What follows belongs to an exercise in optimizing a design on an open flow for small area, a short achievable clock period and few clock cycles per item; a production flow would make more cautious choices.
The RTL was checked by simulation tests, not by an equivalence proof against the original design.

===== flow/run.sh =====
#!/bin/bash
# synth_recipe.tcl (not shown) runs the flow's synth.tcl, then flattens the netlist and writes it again
# the make line also repeats each setting of config.mk as NAME=value (left out here)
make -C /OpenROAD-flow-scripts/flow DESIGN_CONFIG=/design/flow/config.mk WORK_HOME=/design/flow/orfs CLKGATE_MAP_FILE= SYNTH_SCRIPT=/design/flow/synth_recipe.tcl finish

===== flow/config.mk =====
export PLATFORM = sky130hd
export DESIGN_NAME = ntt32_163841
export DESIGN_NICKNAME = ntt32_163841
export VERILOG_FILES = /design/flow/design.v
export SDC_FILE = /design/flow/constraint.sdc
export NUM_CORES = 4
export LEC_CHECK = 0
export CAP_MARGIN = 20
export CORE_MARGIN = 2
export CORE_UTILIZATION = 45
export SLEW_MARGIN = 20

===== flow/constraint.sdc =====
create_clock -name core_clock -period 8.0 [get_ports {clk}]
set_input_delay 1.6000 -clock core_clock [delete_from_list [all_inputs] [get_ports {clk}]]
set_output_delay 1.6000 -clock core_clock [all_outputs]
set_load 0.01 [all_outputs]

===== flow/design.v =====
module ntt_bank (
  input             clk,
  input             we,
  input      [4:0]  wa,
  input      [17:0] wd,
  input      [4:0]  ra,
  output     [17:0] rd
);
  reg [17:0] mem [0:31];
  always @(posedge clk) begin
    if (we) mem[wa] <= wd;
  end
  assign rd = mem[ra];
endmodule
module kmul (
  input                     clk,
  input      signed [17:0]  a,
  input      signed [17:0]  b,
  output reg signed [17:0]  x,
  output     signed [18:0]  r2
);
  reg signed [27:0] pl;
  reg signed [26:0] ph;
  always @(posedge clk) begin
    pl <= a * $signed({1'b0, b[8:0]});
    ph <= a * $signed(b[17:9]);
  end
  wire signed [35:0] p  = pl + $signed({ph, 9'd0});
  wire        [14:0] pL = p[14:0];
  wire signed [20:0] pH = p[35:15];
  wire        [17:0] f5 = {pL, 2'b00} + {3'b000, pL};
  wire signed [21:0] r1w = $signed({4'b0000, f5}) - pH;
  reg  signed [19:0] r1;
  always @(posedge clk) r1 <= r1w[19:0];
  wire        [14:0] rL = r1[14:0];
  wire signed [4:0]  rH = r1[19:15];
  wire        [17:0] g5 = {rL, 2'b00} + {3'b000, rL};
  assign r2 = $signed({1'b0, g5}) - rH;
  wire signed [18:0] r2m = r2 - 19'sd163841;
  always @(posedge clk) x <= (r2 > 19'sd81920) ? r2m[17:0] : r2[17:0];
endmodule
module jmul (
  input                     clk,
  input      signed [18:0]  s,
  output reg signed [17:0]  t
);
  wire signed [35:0] se = s;
  reg  signed [35:0] jp;
  always @(posedge clk)
    jp <= (se <<< 16) + (se <<< 13) - (se <<< 8) - (se <<< 6) - (se <<< 2);
  wire        [14:0] pL = jp[14:0];
  wire signed [20:0] pH = jp[35:15];
  wire        [17:0] f5 = {pL, 2'b00} + {3'b000, pL};
  wire signed [21:0] jrw = $signed({4'b0000, f5}) - pH;
  reg  signed [20:0] jr;
  always @(posedge clk) jr <= jrw[20:0];
  wire        [14:0] rl = jr[14:0];
  wire signed [5:0]  rh = jr[20:15];
  reg  signed [17:0] tj;
  always @(*) begin
    case (rh)
      -6'sd12: tj = -18'sd65534;
      -6'sd11: tj = -18'sd32766;
      -6'sd10: tj =  18'sd2;
      -6'sd9 : tj =  18'sd32770;
      -6'sd8 : tj =  18'sd65538;
      -6'sd7 : tj = -18'sd65535;
      -6'sd6 : tj = -18'sd32767;
      -6'sd5 : tj =  18'sd1;
      -6'sd4 : tj =  18'sd32769;
      -6'sd3 : tj =  18'sd65537;
      -6'sd2 : tj = -18'sd65536;
      -6'sd1 : tj = -18'sd32768;
       6'sd0 : tj =  18'sd0;
       6'sd1 : tj =  18'sd32768;
       6'sd2 : tj =  18'sd65536;
       6'sd3 : tj = -18'sd65537;
       6'sd4 : tj = -18'sd32769;
       6'sd5 : tj = -18'sd1;
       6'sd6 : tj =  18'sd32767;
       6'sd7 : tj =  18'sd65535;
       6'sd8 : tj = -18'sd65538;
       6'sd9 : tj = -18'sd32770;
       6'sd10: tj = -18'sd2;
       6'sd11: tj =  18'sd32766;
       6'sd12: tj =  18'sd65534;
       6'sd13: tj = -18'sd65539;
       6'sd14: tj = -18'sd32771;
       6'sd15: tj = -18'sd3;
       6'sd16: tj =  18'sd32765;
      default: tj = 18'sd0;
    endcase
  end
  wire signed [18:0] v  = $signed({4'b0000, rl}) + tj;
  wire signed [18:0] vm = v - 19'sd163841;
  always @(posedge clk) t <= (v > 19'sd81920) ? vm[17:0] : v[17:0];
endmodule
module ntt32_163841 ( clk, rst, start, input_fg, addr, din, dout, valid );
  input                      clk;
  input                      rst;
  input                      start;
  input                      input_fg;
  input             [5 : 0]  addr;
  input  signed     [17 : 0] din;
  output reg signed [17 : 0] dout;
  output                     valid;
  localparam signed [18:0] Q = 19'sd163841;
  localparam signed [17:0] C_OUT = 18'sd9171;    
  localparam ST_IDLE = 2'd0, ST_COMP = 2'd1, ST_VALID = 2'd2;
  localparam [7:0] PW0  = 8'd96;     
  localparam [7:0] IV0  = 8'd128;    
  localparam [7:0] IV1  = 8'd144;    
  localparam [7:0] IV2  = 8'd165;    
  localparam [7:0] IEND = 8'd181;
  localparam [7:0] WLAT = 8'd8;      
  localparam [7:0] DONE = 8'd188;    
  function [15:0] seq;
    input [7:0] c;
    reg       act, pl;
    reg [1:0] md, vd, a2, a1, a0;
    reg [3:0] e, g;
    reg [7:0] cc;
    begin
      act = 1'b1; md = 2'd0; pl = 1'b0; vd = 2'd0;
      a2 = 2'd0; a1 = 2'd0; a0 = 2'd0; e = 4'd0;
      g = c[3:0];
      cc = c - IV2;
      if (c < PW0) begin
        pl = c[4];
        case (c[6:5])
          2'd0:    begin vd = 2'd2; a1 = g[3:2]; a0 = g[1:0]; end
          2'd1:    begin vd = 2'd1; a2 = g[3:2]; a0 = g[1:0]; e = {g[3:2], 2'b00}; end
          default: begin vd = 2'd0; a2 = g[3:2]; a1 = g[1:0]; e = {g[1:0], g[3:2]}; end
        endcase
      end else if (c < IV0) begin
        md = 2'd1; a2 = c[4:3]; a1 = c[2:1]; a0 = {1'b0, c[0]};
      end else if (c < IV1) begin
        md = 2'd2; vd = 2'd0; a2 = g[3:2]; a1 = g[1:0];
      end else if (c < IV1 + 8'd16) begin
        md = 2'd2; vd = 2'd1; a2 = g[3:2]; a0 = g[1:0]; e = {g[1:0], 2'b00};
      end else if (c >= IV2 && c < IEND) begin
        md = 2'd2; vd = 2'd2; a0 = cc[3:2]; a1 = cc[1:0]; e = {cc[1:0], cc[3:2]};
      end else begin
        act = 1'b0;
      end
      seq = {act, md, pl, vd, a2, a1, a0, e};
    end
  endfunction
  function [4:0] laddr;
    input [1:0] md;
    input       pl;
    input [1:0] vd, a2, a1, base, b;
    reg   [1:0] t;
    begin
      t = b - base;
      if (md == 2'd1) laddr = {t[0], a2, a1};
      else case (vd)
        2'd2:    laddr = {pl, t, a1};
        2'd1:    laddr = {pl, a2, t};
        default: laddr = {pl, a2, a1};
      endcase
    end
  endfunction
  function signed [17:0] addmod;
    input signed [18:0] v;
    reg   signed [18:0] r;
    begin
      if (v > 19'sd81920)       r = v - Q;
      else if (v < -19'sd81920) r = v + Q;
      else                      r = v;
      addmod = r[17:0];
    end
  endfunction
  function signed [17:0] tw1;
    input [4:0] ie;
    begin
      case (ie)
        5'd0: tw1 = -18'sd72090;
        5'd1: tw1 = -18'sd76400;
        5'd2: tw1 = -18'sd3604;
        5'd3: tw1 = 18'sd24226;
        5'd4: tw1 = -18'sd12462;
        5'd5: tw1 = -18'sd72798;
        5'd6: tw1 = 18'sd23827;
        5'd7: tw1 = 18'sd53047;
        5'd8: tw1 = -18'sd4077;
        5'd9: tw1 = 18'sd34952;
        5'd10: tw1 = 18'sd6178;
        5'd11: tw1 = 18'sd12661;
        5'd12: tw1 = -18'sd69923;
        5'd13: tw1 = 18'sd68783;
        5'd14: tw1 = 18'sd48168;
        5'd15: tw1 = -18'sd62475;
        5'd16: tw1 = -18'sd72090;
        5'd17: tw1 = 18'sd26550;
        5'd18: tw1 = -18'sd11619;
        5'd19: tw1 = 18'sd48461;
        5'd20: tw1 = 18'sd68266;
        5'd21: tw1 = 18'sd18222;
        5'd22: tw1 = -18'sd53961;
        5'd23: tw1 = 18'sd11896;
        5'd24: tw1 = -18'sd19313;
        5'd25: tw1 = 18'sd79931;
        5'd26: tw1 = 18'sd27835;
        5'd27: tw1 = -18'sd49115;
        5'd28: tw1 = 18'sd17884;
        5'd29: tw1 = 18'sd60709;
        5'd30: tw1 = 18'sd51687;
        5'd31: tw1 = -18'sd76104;
        default: tw1 = 18'sd0;
      endcase
    end
  endfunction
  function signed [17:0] tw2;
    input [4:0] ie;
    begin
      case (ie)
        5'd0: tw2 = -18'sd72090;
        5'd1: tw2 = -18'sd3604;
        5'd2: tw2 = -18'sd12462;
        5'd3: tw2 = 18'sd23827;
        5'd4: tw2 = -18'sd4077;
        5'd5: tw2 = 18'sd6178;
        5'd6: tw2 = -18'sd69923;
        5'd7: tw2 = 18'sd48168;
        5'd8: tw2 = 18'sd47449;
        5'd9: tw2 = -18'sd51687;
        5'd10: tw2 = -18'sd17884;
        5'd11: tw2 = -18'sd27835;
        5'd12: tw2 = 18'sd19313;
        5'd13: tw2 = 18'sd53961;
        5'd14: tw2 = -18'sd68266;
        5'd15: tw2 = 18'sd11619;
        5'd16: tw2 = -18'sd72090;
        5'd17: tw2 = -18'sd11619;
        5'd18: tw2 = 18'sd68266;
        5'd19: tw2 = -18'sd53961;
        5'd20: tw2 = -18'sd19313;
        5'd21: tw2 = 18'sd27835;
        5'd22: tw2 = 18'sd17884;
        5'd23: tw2 = 18'sd51687;
        5'd24: tw2 = -18'sd47449;
        5'd25: tw2 = -18'sd48168;
        5'd26: tw2 = 18'sd69923;
        5'd27: tw2 = -18'sd6178;
        5'd28: tw2 = 18'sd4077;
        5'd29: tw2 = -18'sd23827;
        5'd30: tw2 = 18'sd12462;
        5'd31: tw2 = 18'sd3604;
        default: tw2 = 18'sd0;
      endcase
    end
  endfunction
  function signed [17:0] tw3;
    input [4:0] ie;
    begin
      case (ie)
        5'd0: tw3 = -18'sd72090;
        5'd1: tw3 = 18'sd24226;
        5'd2: tw3 = 18'sd23827;
        5'd3: tw3 = 18'sd34952;
        5'd4: tw3 = -18'sd69923;
        5'd5: tw3 = -18'sd62475;
        5'd6: tw3 = -18'sd51687;
        5'd7: tw3 = 18'sd49115;
        5'd8: tw3 = 18'sd19313;
        5'd9: tw3 = -18'sd18222;
        5'd10: tw3 = 18'sd11619;
        5'd11: tw3 = 18'sd76400;
        5'd12: tw3 = 18'sd12462;
        5'd13: tw3 = -18'sd53047;
        5'd14: tw3 = -18'sd6178;
        5'd15: tw3 = -18'sd68783;
        5'd16: tw3 = -18'sd72090;
        5'd17: tw3 = 18'sd48461;
        5'd18: tw3 = -18'sd53961;
        5'd19: tw3 = 18'sd79931;
        5'd20: tw3 = 18'sd17884;
        5'd21: tw3 = -18'sd76104;
        5'd22: tw3 = -18'sd48168;
        5'd23: tw3 = -18'sd12661;
        5'd24: tw3 = 18'sd4077;
        5'd25: tw3 = 18'sd72798;
        5'd26: tw3 = 18'sd3604;
        5'd27: tw3 = -18'sd26550;
        5'd28: tw3 = -18'sd68266;
        5'd29: tw3 = -18'sd11896;
        5'd30: tw3 = -18'sd27835;
        5'd31: tw3 = -18'sd60709;
        default: tw3 = 18'sd0;
      endcase
    end
  endfunction
  reg [1:0] state;
  reg [7:0] cnt;
  always @(posedge clk) begin
    if (rst) begin
      state <= ST_IDLE;
      cnt   <= 8'd0;
    end else begin
      case (state)
        ST_IDLE:  begin
          cnt <= 8'd0;
          if (start) state <= ST_COMP;
        end
        ST_COMP:  begin
          cnt <= cnt + 8'd1;
          if (cnt == DONE) state <= ST_VALID;
        end
        default:  begin
          cnt <= 8'd0;
          if (start) state <= ST_IDLE;
        end
      endcase
    end
  end
  assign valid = (state == ST_VALID);
  wire comp = (state == ST_COMP);
  wire [15:0] rs = seq(cnt);
  wire        rs_act = rs[15] & comp;
  wire [1:0]  rs_md  = rs[14:13];
  wire        rs_pl  = rs[12];
  wire [1:0]  rs_vd  = rs[11:10];
  wire [1:0]  rs_a2  = rs[9:8];
  wire [1:0]  rs_a1  = rs[7:6];
  wire [1:0]  rs_a0  = rs[5:4];
  wire [3:0]  rs_e   = rs[3:0];
  wire [1:0]  rs_base = rs_a2 + rs_a1 + rs_a0 + {1'b0, rs_pl};
  wire [15:0] ws = seq(cnt - WLAT);
  wire        ws_act = ws[15] & comp & ~rst;
  wire [1:0]  ws_md  = ws[14:13];
  wire        ws_pl  = ws[12];
  wire [1:0]  ws_vd  = ws[11:10];
  wire [1:0]  ws_a2  = ws[9:8];
  wire [1:0]  ws_a1  = ws[7:6];
  wire [1:0]  ws_a0  = ws[5:4];
  wire [1:0]  ws_base = ws_a2 + ws_a1 + ws_a0 + {1'b0, ws_pl};
  reg [4:0] ra [0:3];
  reg [1:0] rbase;
  reg       rpw, rout, rinv;
  reg [3:0] re;
  wire [1:0] addr_bank = addr[5:4] + addr[3:2] + addr[1:0];
  integer i;
  always @(posedge clk) begin
    if (comp) begin
      for (i = 0; i < 4; i = i + 1)
        ra[i] <= laddr(rs_md, rs_pl, rs_vd, rs_a2, rs_a1, rs_base, i[1:0]);
      rbase <= rs_base;
      rpw   <= rs_act & (rs_md == 2'd1);
      rinv  <= (rs_md == 2'd2);
      rout  <= 1'b0;
      re    <= rs_e;
    end else begin
      for (i = 0; i < 4; i = i + 1)
        ra[i] <= {1'b0, addr[5:2]};
      rbase <= addr_bank - 2'd1;     
      rpw   <= 1'b0;
      rinv  <= 1'b0;
      rout  <= 1'b1;
      re    <= 4'd0;
    end
  end
  wire [17:0] rd [0:3];
  reg         bwe [0:3];
  reg  [4:0]  bwa [0:3];
  reg  [17:0] bwd [0:3];
  ntt_bank bank0 (.clk(clk), .we(bwe[0]), .wa(bwa[0]), .wd(bwd[0]), .ra(ra[0]), .rd(rd[0]));
  ntt_bank bank1 (.clk(clk), .we(bwe[1]), .wa(bwa[1]), .wd(bwd[1]), .ra(ra[1]), .rd(rd[1]));
  ntt_bank bank2 (.clk(clk), .we(bwe[2]), .wa(bwa[2]), .wd(bwd[2]), .ra(ra[2]), .rd(rd[2]));
  ntt_bank bank3 (.clk(clk), .we(bwe[3]), .wa(bwa[3]), .wd(bwd[3]), .ra(ra[3]), .rd(rd[3]));
  wire [17:0] xc0 = rd[rbase];
  wire [17:0] xc1 = rd[rbase + 2'd1];
  wire [17:0] xc2 = rd[rbase + 2'd2];
  wire [17:0] xc3 = rd[rbase + 2'd3];
  reg  signed [17:0] x0, x1, x2, x3, w1, w2, w3;
  always @(posedge clk) begin
    x0 <= xc0;
    x1 <= xc1;
    x2 <= xc2;
    x3 <= xc3;
    w1 <= rpw ? xc0 : (rout ? C_OUT : tw1({rinv, re}));
    w2 <= rpw ? xc3 : tw2({rinv, re});
    w3 <= rpw ? 18'sd0 : tw3({rinv, re});
  end
  reg [8:1] pwp;
  always @(posedge clk) pwp <= {pwp[7:1], rpw};
  wire signed [17:0] X1, X2, X3;
  wire signed [18:0] r21, r22, r23;
  kmul m1 (.clk(clk), .a(x1), .b(w1), .x(X1), .r2(r21));
  kmul m2 (.clk(clk), .a(x2), .b(w2), .x(X2), .r2(r22));
  kmul m3 (.clk(clk), .a(x3), .b(w3), .x(X3), .r2(r23));
  reg signed [17:0] x0d1, x0d2, X0;
  reg signed [18:0] s3;
  always @(posedge clk) begin
    x0d1 <= x0;
    x0d2 <= x0d1;
    X0   <= pwp[3] ? 18'sd0 : x0d2;
    s3   <= r21 - r23;
    dout <= X1;
  end
  wire signed [18:0] a02p = X0 + X2;
  wire signed [18:0] a02m = X0 - X2;
  wire signed [18:0] a13p = X1 + X3;
  reg  signed [17:0] s0, s1, s2, s0d, s1d, s2d, s0e, s1e, s2e;
  always @(posedge clk) begin
    s0  <= addmod(a02p);
    s1  <= addmod(a02m);
    s2  <= addmod(a13p);
    s0d <= s0;  s1d <= s1;  s2d <= s2;
    s0e <= s0d; s1e <= s1d; s2e <= s2d;
  end
  wire signed [17:0] t3;
  jmul mj (.clk(clk), .s(s3), .t(t3));
  wire signed [18:0] b0 = s0e + s2e;
  wire signed [18:0] b2 = s0e - s2e;
  wire signed [18:0] b1 = s1e + t3;
  wire signed [18:0] b3 = s1e - t3;
  reg  signed [17:0] y [0:3];
  always @(posedge clk) begin
    y[0] <= pwp[7] ? s2e : addmod(b0);
    y[2] <= pwp[7] ? s0e : addmod(b2);
    y[1] <= addmod(b1);
    y[3] <= addmod(b3);
  end
  reg       wwe [0:3];
  reg [4:0] wwa [0:3];
  reg [1:0] wsel [0:3];
  always @(posedge clk) begin
    for (i = 0; i < 4; i = i + 1) begin
      wwe[i]  <= ws_act & ((ws_md != 2'd1) | ~(i[0] ^ ws_base[0]));
      wwa[i]  <= laddr(ws_md, ws_pl, ws_vd, ws_a2, ws_a1, ws_base, i[1:0]);
      wsel[i] <= (ws_md == 2'd2) ? (ws_base - i[1:0]) : (i[1:0] - ws_base);
    end
  end
  reg        ldv, ld_fg;
  reg [5:0]  ld_addr;
  reg [17:0] din_r;
  always @(posedge clk) begin
    ldv     <= (state == ST_IDLE);
    ld_fg   <= input_fg;
    ld_addr <= addr;
    din_r   <= din;
  end
  wire [1:0] ld_bank = ld_addr[5:4] + ld_addr[3:2] + ld_addr[1:0] + {1'b0, ld_fg};
  always @(*) begin
    for (i = 0; i < 4; i = i + 1) begin
      if (ldv) begin
        bwe[i] = (ld_bank == i[1:0]);
        bwa[i] = {ld_fg, ld_addr[5:2]};
        bwd[i] = din_r;
      end else begin
        bwe[i] = wwe[i];
        bwa[i] = wwa[i];
        bwd[i] = y[wsel[i]];
      end
    end
  end
endmodule

==> results.json <==
{
  "status": "complete, no violations",
  "reg2reg_from": "w2[9]$_DFF_P_",
  "htree_levels": 5,
  "startpoint": "w2[9]$_DFF_P_",
  "grt.overflow.total": 0,
  "cts_setup_buffers": 0,
  "async_flop_share_pct": 0,
  "startpoint_type": "flip-flop",
  "maxSlewViolCount": 0,
  "crit_slowest_cell": "dfxtp_1",
  "synth_xor_area_share_pct": 3.68,
  "hold_viol": 0,
  "synth_compound_area_share_pct": 7.58,
  "critPathCaptureType": "flip-flop",
  "place.detailed.hpwl_um": 330000,
  "grt_pass1_wl_um": 702000,
  "clock_skew_ps": 90.1,
  "hp-class": "reg2reg",
  "avgSynthCellArea_um2": 12.8,
  "cts_resized": 0,
  "cp.arrival_ps": 7230,
  "drv_cap": 0,
  "yosysSeqAreaShare_pct": 49.0,
  "tns_ps": 0,
  "final_util_pct": 50.0,
  "netlist_instances": 13900,
  "first_pass_iters": 6,
  "die_h_um": 635,
  "cp_num_buf_inv": 3,
  "path_cells": "nand2_1 -> fa_1 -> fa_1 -> inv_1 -> ha_1 -> inv_1 -> fa_1 -> inv_1 -> ha_1 -> ha_1 -> fa_1 -> a21o_1 -> a21oi_1 -> o21bai_1 -> a21oi_1 -> o21bai_1 -> a21oi_1 -> o2111ai_1 -> a21oi_1 -> o21ai_0 -> a41o_1 -> o41a_1 -> xnor2_1",
  "rows": 231,
  "via_per_inst": 5.65,
  "gp_congestion": 0.898,
  "track_usage_pct": 23.2,
  "clock_path_buffers": 4,
  "holdPathStages": 0,
  "tightestPinTransition_ps": 1240,
  "cts_tree": "done",
  "synth_top_family_by_area": "adder cells",
  "die_w_um": 635,
  "synth_simple_gate_area_share_pct": 8.57,
  "fill_cells": 34100,
  "setup-violations-final": 0,
  "rr_worst_depth": 23,
  "synth_ff_type": "edfxtp_1",
  "post-route-min-period_ps": 6430,
  "critical_path.top_delay_family": "adder cells",
  "required_ps": 8800,
  "yosys.cell_types.count": 116,
  "r2r-end": "m2.ph[25]$_DFF_P_",
  "slowest_delay_ps": 740,
  "routed_wirelength_um": 470000,
  "reg2reg_setup_slack_ps": 1570,
  "cts_root_buf": "clkbuf_16",
  "area_delta_synth_final_pct": 10.7,
  "cp-endpoint": "m2.ph[25]$_DFF_P_",
  "syn_area_um2": 179000,
  "grt_pass1_vias": 109000,
  "core_area_um2": 396000,
  "yosys_register_bits": 3228,
  "syn-num-nets": 15700,
  "synthMuxAreaShare_pct": 11.0,
  "yosys_warnings": 20,
  "finalInstanceArea_um2": 198000,
  "dieArea_um2": 403000,
  "nets": 15900,
  "drcViolationCount": 0,
  "vias": 111000,
  "numCtsBuffers": 342,
  "path_depth": 23,
  "post-route-period-util_pct": 80.4,
  "path_class": "reg2reg",
  "drive_gt1_share_pct": 13.7,
  "cts_sinks": 3228,
  "start_util_pct": 45.2,
  "antenna_found_initial": 26,
  "hold_ws_ps": 312,
  "grt_max_degree": 116,
  "hold_buffers": 0,
  "rsz0062_at_grt": "false",
  "io_buffers": 46,
  "max_freq_mhz": 155,
  "io_pins": 47,
  "postPlaceCellArea_um2": 187000,
  "clk_latency_ps": 980,
  "wl_per_cell_um": 24.0,
  "synth-edff-count": 2304,
  "ant_nets": 0,
  "first_iter_violations": 10700,
  "crit_path_max_fanout": 18,
  "cts.reportedPaths.clkPinSlew_ps": 60,
  "max_slew_margin_pct": 14.6,
  "synth_adder_area_share_pct": 16.0
}
worst reg2reg max path: stages (launching register included):
cell	delay (ps)
dfxtp_1	740
nand2_1	180
fa_1	530
fa_1	520
inv_1	40
ha_1	270
inv_1	50
fa_1	470
inv_1	40
ha_1	270
ha_1	220
fa_1	460
a21o_1	180
a21oi_1	230
o21bai_1	90
a21oi_1	230
o21bai_1	90
a21oi_1	310
o2111ai_1	170
a21oi_1	310
o21ai_0	180
a41o_1	300
o41a_1	320
xnor2_1	130
sequential cells by signal, indices dropped and copies added, names as in the netlist, 26 cells and up, named ones only:
name       flops
bank0.mem    576
bank1.mem    576
bank2.mem    576
bank3.mem    576
y             72
mj.jp         34
m1.pl         28
m2.pl         28
m3.pl         28
m1.ph         26
m2.ph         26
m3.ph         26
synthesized netlist by cell type (100+ instances only):
library cell	number	area share, %
xor2_1	227	1.1
mux4_2	792	10
edfxtp_1	2304	39
nor3_1	199	0.56
o21a_1	105	0.44
nand2b_1	100	0.35
and2_1	527	1.8
nor2b_1	137	0.48
nand2_1	979	2.1
mux2i_1	113	0.63
clkbuf_1	404	0.85
a21o_1	150	0.63
ha_1	898	6.3
nand3_1	171	0.48
nor2_1	703	1.5
xnor2_1	526	2.6
a21oi_1	524	1.5
inv_1	1410	3.0
dfxtp_1	924	10
fa_1	871	9.7
o21ai_0	543	1.5
worst min path at each step:
stage,slack [ps],startpoint,endpoint
4_1_cts,310,s1d[4]$_DFF_P_,s1e[4]$_DFF_P_
5_1_grt,320,x0d1[13]$_DFF_P_,x0d2[13]$_DFF_P_
6_report,310,s1d[4]$_DFF_P_,s1e[4]$_DFF_P_
3_5_place_dp,310,s1d[16]$_DFF_P_,s1e[16]$_DFF_P_
2_1_floorplan,310,pwp[0]$_DFF_P_,pwp[1]$_DFF_P_
3_3_place_gp,310,s0[1]$_DFF_P_,s0d[1]$_DFF_P_
cells by family (layout without fill, tap and decap cells):
logic type	after synthesis	count (layout)
flip-flops	3228	3228
AND/OR/NAND/NOR	3162	3162
AO/OA/AOI/OAI	2104	2104
buffers and inverters	1942	2337
adder cells (fa/ha/maj)	1771	1771
multiplexers	973	973
XOR/XNOR	753	753
other	0	15
stage by stage:
step	cells	worst slack [ps]
2_1_floorplan	13900	2060
3_3_place_gp	18900	1730
3_5_place_dp	19000	1610
4_1_cts	19600	1600
5_1_grt	19600	1120
6_report	19600	1570
cell usage in the layout, fill, tap and decap left out, drive strengths merged, types with 22 or more instances in the layout:
master            n
xnor2           526
or2              42
o21a            106
a31oi            79
ha              898
or3              61
o31ai            45
mux4            792
nand3           172
a211oi           77
nor2            705
nor3            201
nand2b          101
o211ai           56
a21boi           34
and3             54
o21ai           564
clkinv          124
nor4             44
edfxtp         2304
bufinv           24
clkdlybuf4s50    46
nor2b           137
a21oi           531
nand2           979
o21bai           87
buf             258
o2111ai          22
xor2            227
fa              871
a211o            22
mux2i           113
mux2             68
clkbuf          448
inv            1425
a21o            150
nand4            49
and2            530
dfxtp           924
o22ai            44
final cells by class:
cell class / count / area (µm²) / share of cell area [%]
Tap cell: 5242 / 6560 / 3.31
Timing Repair Buffer: 305 / 2550 / 1.29
Sequential cell: 3228 / 87700 / 44.3
Clock buffer: 447 / 9260 / 4.68
Antenna cell: 15 / 37.5 / 0.0189
Inverter: 1416 / 5320 / 2.68
Clock inverter: 169 / 1790 / 0.901
Multi-Input combinational cell: 8763 / 84900 / 42.8
routing by layer:
layer  track usage (%)  vias up  share of wire [%]
met5                 0        -             0.0057
met4              7.20        4                3.4
met3              3.42      664                6.6
met2              37.1     3437                 47
met1              32.9    56300                 43
li1                  -    50200                  -
Testbench counts, summed over its fixed seeds: cycles 37,352, txns 96.

-- port drivers added, routing unchanged --
How much do the figures lean on ideal ports? The routed layout below was timed once more, with nothing changed but the port constraints. Step 1: set_driving_cell puts a clkbuf_16 on clk and a buf_2 on each other input, an assumption about the parent block. Step 2 times the ports against the registers' clock, not the clock port: input delays grow and output delays shrink by t, the midpoint of the rising clock arrivals with the driver on. Three values: ideal, step 1, step 2; two values: the first two.
shift t [ns]: 1.034
setup WS [ns]: 1.567 / 1.567 / 1.567
clock arrival spread, ns: 0.109 / 0.109
slew at the worst register clock pin (ns): 0.07 / 0.07
worst slew at a driven data input, ns: 0.30
After both steps this run still meets setup and hold. For this run, drivers alone change the setup slack by 0.000 ns; drivers and shift together by 0.000 ns.
